Context: an optimization exercise on an open-source flow, tuned for small area and a short achievable clock period. The choices shown serve that exercise and are no tape-out recipe. Only simulation tests tie the RTL to the original design; equivalence was not proved. No activity file was given, so power comes from the tool's default toggle rates.

Setup of v6:
## pixel_sort_asc
module pixel_sort_asc (
    input clk, reset, soft_rst,
    input enable,
    input  [15:0] Pixel_in1, Pixel_in2, Pixel_in3, Pixel_in4, Pixel_in5, Pixel_in6, Pixel_in7, Pixel_in8,
    output [15:0] Pixel_out1, Pixel_out2, Pixel_out3, Pixel_out4, Pixel_out5, Pixel_out6, Pixel_out7, Pixel_out8,
    output reg valid_out
);
Settings: LEC_CHECK=0, ABC_AREA=1, CAP_MARGIN=20, CORE_MARGIN=2, CORE_UTILIZATION=40, SETUP_SLACK_MARGIN=1.0, SLEW_MARGIN=20, BUFFER_PORTS_ARGS=-buffer_cell sky130_fd_sc_hd__buf_1; clock period 38.0 ns.
standard.sh (not shown) runs the stock make flow with config.mk's settings and CLKGATE_MAP_FILE= SYNTH_SCRIPT=/design/flow/synth_recipe.tcl, a recipe that flattens the netlist after the stock synthesis.
==> flow/flow/run.sh <==
#!/bin/bash
# The standard layout (standard.sh), with these changes to how it is made:
# - synthesis is synth_recipe.tcl unchanged except for the ABC script, which
#   maps for area under a delay target (flow/abc.script) instead of ORFS's
#   abc_area.script; registers are mapped before ABC, so they are the standard
#   synthesis's;
# - the port buffers use the smallest buffer cell instead of the delay cell
#   buffer_ports picks by default;
set -euo pipefail
work=$PWD
margin=$(cat flow/setup_margin)
cat > "$work/own_synth.tcl" <<EOS
proc abc {args} {
  set i [lsearch \$args -script]
  if {\$i >= 0} { lset args [expr {\$i + 1}] $work/flow/abc.script }
  yosys abc {*}\$args
}
source $work/synth_recipe.tcl
EOS
echo 'export BUFFER_PORTS_ARGS = -buffer_cell sky130_fd_sc_hd__buf_1' >> config.mk
bash standard.sh SYNTH_SCRIPT="$work/own_synth.tcl" SETUP_SLACK_MARGIN="$margin" finish > standard.log 2>&1
==> flow/flow/abc.script <==
strash
dch
map -D 2000
topo
stime -c
upsize -c
dnsize -c
==> flow/flow/setup_margin <==
27.3
Input-level comparison between v7 and v6:
==> flow/flow/run.sh <==
#!/bin/bash
set -euo pipefail
echo 'export BUFFER_PORTS_ARGS = -buffer_cell sky130_fd_sc_hd__buf_1' >> config.mk
bash standard.sh SETUP_SLACK_MARGIN=27.0 finish > standard.log 2>&1
removed: flow/flow/abc.script
removed: flow/flow/setup_margin
==> comparison <==
Going from v6 to v7, global-route met1 utilization shows a reduction of 1.9 points, power per unit of standard cell area shows a reduction of 3.3%, die area shows an increase of about 18%.
Looking at compound-gate portion of the synthesized area, v7 sits below v6.
v7 vs v6 — final cell count rose about 26%.
v7: final period demand of the worst path 0.31 ns above v6
Summary of v7 over v6: critical path data arrival time shows an increase of 0.31 ns; total power rose by 0.050 mW.

Setup of indigo:
pixel_sort_asc, a different RTL version from the one above (not shown whole).
Size in the first run: about 2000 cells after synthesis, roughly 150 flip-flops, roughly 260 I/O pins, about 14000 um^2 of cells after synthesis.
## pixel_sort_asc
module pixel_sort_asc (
    input clk, reset, soft_rst,
    input enable,
    input  [15:0] Pixel_in1, Pixel_in2, Pixel_in3, Pixel_in4, Pixel_in5, Pixel_in6, Pixel_in7, Pixel_in8,
    output [15:0] Pixel_out1, Pixel_out2, Pixel_out3, Pixel_out4, Pixel_out5, Pixel_out6, Pixel_out7, Pixel_out8,
    output reg valid_out
);
export LEC_CHECK = 0
export ABC_AREA = 1
export CAP_MARGIN = 20
export CORE_MARGIN = 2
export CORE_UTILIZATION = 40
export CTS_BUF_LIST = sky130_fd_sc_hd__clkbuf_4 sky130_fd_sc_hd__clkbuf_8
export SETUP_SLACK_MARGIN = 1.0
export SLEW_MARGIN = 20
export BUFFER_PORTS_ARGS = -buffer_cell sky130_fd_sc_hd__buf_1
create_clock -name core_clock -period 38.0 [get_ports {clk}]
==> flow/flow/run.sh <==
#!/bin/bash
# The standard layout (standard.sh), with these changes to how it is made:
# - synthesis is synth_recipe.tcl unchanged except for the ABC script, which
#   maps for area under a delay target (flow/abc.script) instead of ORFS's
#   abc_area.script; registers are mapped before ABC, so they are the standard
#   synthesis's;
# - the port buffers use the smallest buffer cell instead of the delay cell
#   buffer_ports picks by default;
set -euo pipefail
work=$PWD
margin=$(cat flow/setup_margin)
cat > "$work/own_synth.tcl" <<EOS
proc abc {args} {
  set i [lsearch \$args -script]
  if {\$i >= 0} { lset args [expr {\$i + 1}] $work/flow/abc.script }
  yosys abc {*}\$args
}
source $work/synth_recipe.tcl
EOS
echo 'export BUFFER_PORTS_ARGS = -buffer_cell sky130_fd_sc_hd__buf_1' >> config.mk
bash standard.sh SYNTH_SCRIPT="$work/own_synth.tcl" SETUP_SLACK_MARGIN="$margin" finish > standard.log 2>&1
==> flow/flow/abc.script <==
strash
dch
map -D 2000
topo
stime -c
upsize -c
dnsize -c
==> flow/flow/setup_margin <==
27.3
Changes in cedar relative to indigo:
- a deleted CTS_BUF_LIST that had been sky130_fd_sc_hd__clkbuf_4 sky130_fd_sc_hd__clkbuf_8
==> flow/flow/run.sh <==
#!/bin/bash
# The standard layout, with the port buffers made from the smallest buffer
# cell instead of the delay cell buffer_ports picks by default.
set -euo pipefail
echo 'export BUFFER_PORTS_ARGS = -buffer_cell sky130_fd_sc_hd__buf_1' >> config.mk
bash standard.sh > standard.log 2>&1
removed: flow/flow/abc.script
removed: flow/flow/setup_margin
## What came out
- Going from indigo to cedar, multi-input logic cell count grew by more than 10%.
- Sort indigo and cedar by setup slack desc -> top: indigo
- Design area, indigo and cedar: larger value in cedar
- cedar closes out successfully: all stages finished, all timing, DRC and antenna checks passed.
- Delta (cedar minus indigo): clock power up 48%; part of the Yosys area used for sequential elements fell by 3.2 points.
Here is what was changed in the inputs of fjord compared with cedar.
- CTS_BUF_LIST now sky130_fd_sc_hd__clkbuf_4 sky130_fd_sc_hd__clkbuf_8, previously not set
==> flow/flow/run.sh <==
#!/bin/bash
# The standard layout (standard.sh), with these changes to how it is made:
# - synthesis is synth_recipe.tcl unchanged except for the ABC script, which
#   maps for area under a delay target (flow/abc.script) instead of ORFS's
#   abc_area.script; registers are mapped before ABC, so they are the standard
#   synthesis's;
# - the port buffers use the smallest buffer cell instead of the delay cell
#   buffer_ports picks by default;
set -euo pipefail
work=$PWD
margin=$(cat flow/setup_margin)
cat > "$work/own_synth.tcl" <<EOS
proc abc {args} {
  set i [lsearch \$args -script]
  if {\$i >= 0} { lset args [expr {\$i + 1}] $work/flow/abc.script }
  yosys abc {*}\$args
}
source $work/synth_recipe.tcl
EOS
echo 'export BUFFER_PORTS_ARGS = -buffer_cell sky130_fd_sc_hd__buf_1' >> config.mk
bash standard.sh SYNTH_SCRIPT="$work/own_synth.tcl" SETUP_SLACK_MARGIN="$margin" finish > standard.log 2>&1
==> flow/flow/abc.script (new file) <==
strash
dch
map -D 2000
topo
stime -c
upsize -c
dnsize -c
==> flow/flow/setup_margin (new file) <==
27.6
[summary]
- Sequential area share after synthesis in fjord is 3.2 points higher than in cedar
- Looking at number of inserted filler cells in the final layout across cedar and fjord, the one that comes out higher is cedar.
- Summary: setup slack after layout, fjord better than cedar
- The area of combinational cells with multiple inputs of fjord exceeds that of cedar by 300 um^2.
- Critical path depth was lower in the run labelled cedar.
- | fraction of power consumed by combinational cells | fjord vs cedar | 0.9 points higher |
- Number of distinct library cell variants in the gate-level netlist after synthesis (lower): fjord
diff inputs: fjord => umber
==> flow/flow/setup_margin <==
27.0
==> run summary <==
umber and fjord ended up with roughly the same transition time at the pin with the least slew margin. Compared with fjord, in umber area growth from synthesis to final layout shows a reduction of 7.4 points; sequential power went down by about 2%. Worst setup slack, umber and fjord: larger value in fjord.
Edits applied to the flow inputs when going from umber to quartz:
- a change of CORE_UTILIZATION from 40 to 47
## What came out
- On chip width: between quartz and umber, it ends up higher for umber.
- umber reports its source of the critical timing path as Pixel_in1[2] while quartz reports valid_out.
- umber → quartz: HPWL after detailed placement down 6.7%; area of placed instances shows a reduction of 0.85%; post-route clock period utilization climbed 0.16 points; share of total power in combinational logic decreased 1.2 points.

## tundra
pixel_sort_asc with an RTL version that a note above also has.
Size in the first run: roughly 2000 cells after synthesis, roughly 160 flip-flops, ~260 I/O pins, ~14000 µm² of cells after synthesis.
Design pixel_sort_asc, start of the top module:
module pixel_sort_asc (
    input clk, reset, soft_rst,
    input enable,
    input  [15:0] Pixel_in1, Pixel_in2, Pixel_in3, Pixel_in4, Pixel_in5, Pixel_in6, Pixel_in7, Pixel_in8,
    output [15:0] Pixel_out1, Pixel_out2, Pixel_out3, Pixel_out4, Pixel_out5, Pixel_out6, Pixel_out7, Pixel_out8,
    output reg valid_out
);
==> flow/config.mk <==
export PLATFORM = sky130hd
export DESIGN_NAME = pixel_sort_asc
export DESIGN_NICKNAME = pixel_sort_asc
export VERILOG_FILES = /design/flow/design.v
export SDC_FILE = /design/flow/constraint.sdc
export NUM_CORES = 4
export LEC_CHECK = 0
export ABC_AREA = 1
export CAP_MARGIN = 20
export CORE_MARGIN = 2
export CORE_UTILIZATION = 40
export CTS_BUF_LIST = sky130_fd_sc_hd__clkbuf_4 sky130_fd_sc_hd__clkbuf_8
export SETUP_SLACK_MARGIN = 1.0
export SLEW_MARGIN = 20
export BUFFER_PORTS_ARGS = -buffer_cell sky130_fd_sc_hd__buf_1
==> flow/constraint.sdc <==
create_clock -name core_clock -period 38.0 [get_ports {clk}]
set_input_delay 7.6000 -clock core_clock [delete_from_list [all_inputs] [get_ports {clk}]]
set_output_delay 7.6000 -clock core_clock [all_outputs]
set_load 0.01 [all_outputs]
==> flow/flow/run.sh <==
#!/bin/bash
# The standard layout (standard.sh), with these changes to how it is made:
# - synthesis is synth_recipe.tcl unchanged except for the ABC script, which
#   maps for area under a delay target (flow/abc.script) instead of ORFS's
#   abc_area.script; registers are mapped before ABC, so they are the standard
#   synthesis's;
# - the port buffers use the smallest buffer cell instead of the delay cell
#   buffer_ports picks by default;
set -euo pipefail
work=$PWD
margin=$(cat flow/setup_margin)
cat > "$work/own_synth.tcl" <<EOS
proc abc {args} {
  set i [lsearch \$args -script]
  if {\$i >= 0} { lset args [expr {\$i + 1}] $work/flow/abc.script }
  yosys abc {*}\$args
}
source $work/synth_recipe.tcl
EOS
echo 'export BUFFER_PORTS_ARGS = -buffer_cell sky130_fd_sc_hd__buf_1' >> config.mk
bash standard.sh SYNTH_SCRIPT="$work/own_synth.tcl" SETUP_SLACK_MARGIN="$margin" finish > standard.log 2>&1
==> flow/flow/abc.script <==
strash
dch
map -D 2000
topo
stime -c
upsize -c
dnsize -c
==> flow/flow/setup_margin <==
27.3
For pepper, these inputs were changed with respect to tundra:
- CTS_BUF_LIST removed (was sky130_fd_sc_hd__clkbuf_4 sky130_fd_sc_hd__clkbuf_8)
==> flow/flow/run.sh <==
#!/bin/bash
# The standard layout, with the port buffers made from the smallest buffer
# cell instead of the delay cell buffer_ports picks by default.
set -euo pipefail
echo 'export BUFFER_PORTS_ARGS = -buffer_cell sky130_fd_sc_hd__buf_1' >> config.mk
bash standard.sh > standard.log 2>&1
removed: flow/flow/abc.script
removed: flow/flow/setup_margin
### Flow results
- pepper finished end to end and its layout was clean on timing, DRC and antenna.
- | post-route minimum period | pepper vs tundra | worse |
- pepper vs. tundra: worst setup slack -0.70 ns, post-synthesis simple-gate area fraction increased 4.8 points.
- Aggregate routed wire length in pepper is 21% above tundra.
- Fmax for pepper: 6.0% down relative to tundra
- Measured against each other, tundra and pepper differ in clock-cell share of area, the higher figure coming from pepper.
- Number of optimization iterations in the first detailed-route pass is higher on pepper
- Taking tundra as the reference point, the die area of pepper rises by about 18%.
Edits applied to the flow inputs when going from pepper to juniper:
- removing ABC_AREA (formerly 1)
==> comparison <==
On layout overhead on the synthesized area, juniper tracks pepper almost exactly. juniper vs pepper, end of the critical path: part_q[6][0] vs Pixel_out7[8]. Cmp juniper vs pepper: worst path setup slack after routing lower in juniper. Going from pepper to juniper, flip-flop and latch share of the layout cell area flat, clock-buffer cell count up 5, xor and xnor fraction of the mapped netlist area flat. juniper ended up with a lower net load switching power than pepper did.

== main ==
Another version of the RTL of pixel_sort_asc (not shown whole).
For scale: ~2300 cells after synthesis, about 260 I/O pins.
clock: 38.0 ns
lec_check: 0
cap_margin: 20
core_margin: 2
core_utilization: 40
setup_slack_margin: 1.0
slew_margin: 20
run.sh (not shown) runs the stock make flow with config.mk's settings and CLKGATE_MAP_FILE= SYNTH_SCRIPT=/design/flow/synth_recipe.tcl, a recipe that flattens the netlist after the stock synthesis.
Stock flow here: none of the scripts above is used.
[inputs] the feature branch vs main
- setting BUFFER_PORTS_ARGS to -buffer_cell sky130_fd_sc_hd__buf_1 for the first time
==> flow/flow/run.sh (new file) <==
#!/bin/bash
# The standard layout, with the port buffers made from the smallest buffer
# cell instead of the delay cell buffer_ports picks by default.
set -euo pipefail
echo 'export BUFFER_PORTS_ARGS = -buffer_cell sky130_fd_sc_hd__buf_1' >> config.mk
bash standard.sh > standard.log 2>&1
==> flow/standard.sh (new file) <==
#!/bin/bash
# synth_recipe.tcl (not shown) runs the flow's synth.tcl, then flattens the netlist and writes it again
# the make line also repeats each setting of config.mk as NAME=value (left out here)
make -C /OpenROAD-flow-scripts/flow DESIGN_CONFIG=/design/flow/config.mk WORK_HOME=/design/flow/orfs CLKGATE_MAP_FILE= SYNTH_SCRIPT=/design/flow/synth_recipe.tcl "${@:-finish}"
removed: flow/run.sh
## What came out
As far as die area goes, the feature branch and main are indistinguishable; the numbers are identical.
[the feature branch] total power fell about 6% relative to main
Routed wire in the feature branch totals less than in main.
Summary of the feature branch over main: highest net fanout along the worst path now smaller, detailed-placement wirelength estimate now smaller, placed cell count comparable.
The feature branch vs main, total buffers and inverters traversed by the critical path went up by 1.
Run comparison: the feature branch beginning of the critical path Pixel_in3[0]; main beginning of the critical path Pixel_in8[2]
Utilization after layout: the feature branch < main
The feature branch gives less minimum hold slack than main did.
Looking at area growth from synthesis to final layout, the feature branch sits below main.

-- re-timing with driven ports --
The results above use ideal ports. As a check the final layouts listed here were re-extracted and re-timed, cells and wires unchanged. Step 1 assumes that a clkbuf_16 drives the clock port and a buf_2 every other input. Step 2 also shifts input and output timing later by t, the mid clock arrival at the registers, as if the neighbouring blocks saw the same clock. Three values: ideal ports, drivers, drivers and shift; two values: the first two.
run	t (ns)	setup slack, ns	worst setup path at the end	clock arrival spread, ns
v6	0.462	27.280 / 27.236 / 26.894	input to register	0.016 / 0.016
v7	0.499	26.969 / 26.917 / 26.709	input to register	0.021 / 0.021
indigo	0.479	27.258 / 27.222 / 26.895	input to register	0.020 / 0.020
cedar	0.502	26.254 / 26.199 / 26.308	input to register	0.024 / 0.023
fjord	0.486	27.536 / 27.527 / 27.067	input to register	0.023 / 0.023
umber	0.481	27.064 / 27.071 / 26.590	input to register	0.022 / 0.022
quartz	0.491	27.002 / 26.953 / 26.612	input to register	0.046 / 0.047
tundra	0.479	27.204 / 27.161 / 26.981	input to register	0.026 / 0.025
pepper	0.510	26.509 / 26.447 / 26.706	input to register	0.024 / 0.023
juniper	0.473	26.082 / 26.109 / 25.636	input to register	0.015 / 0.016
main	0.464	24.998 / 25.029 / 24.566	input to register	0.018 / 0.017
the feature branch	0.474	25.452 / 25.481 / 25.007	input to register	0.019 / 0.018
After both steps setup and hold are still met in every run listed. The setup slack of umber, which loses most, moves by +0.007 ns with the drivers and by -0.474 ns with both steps.
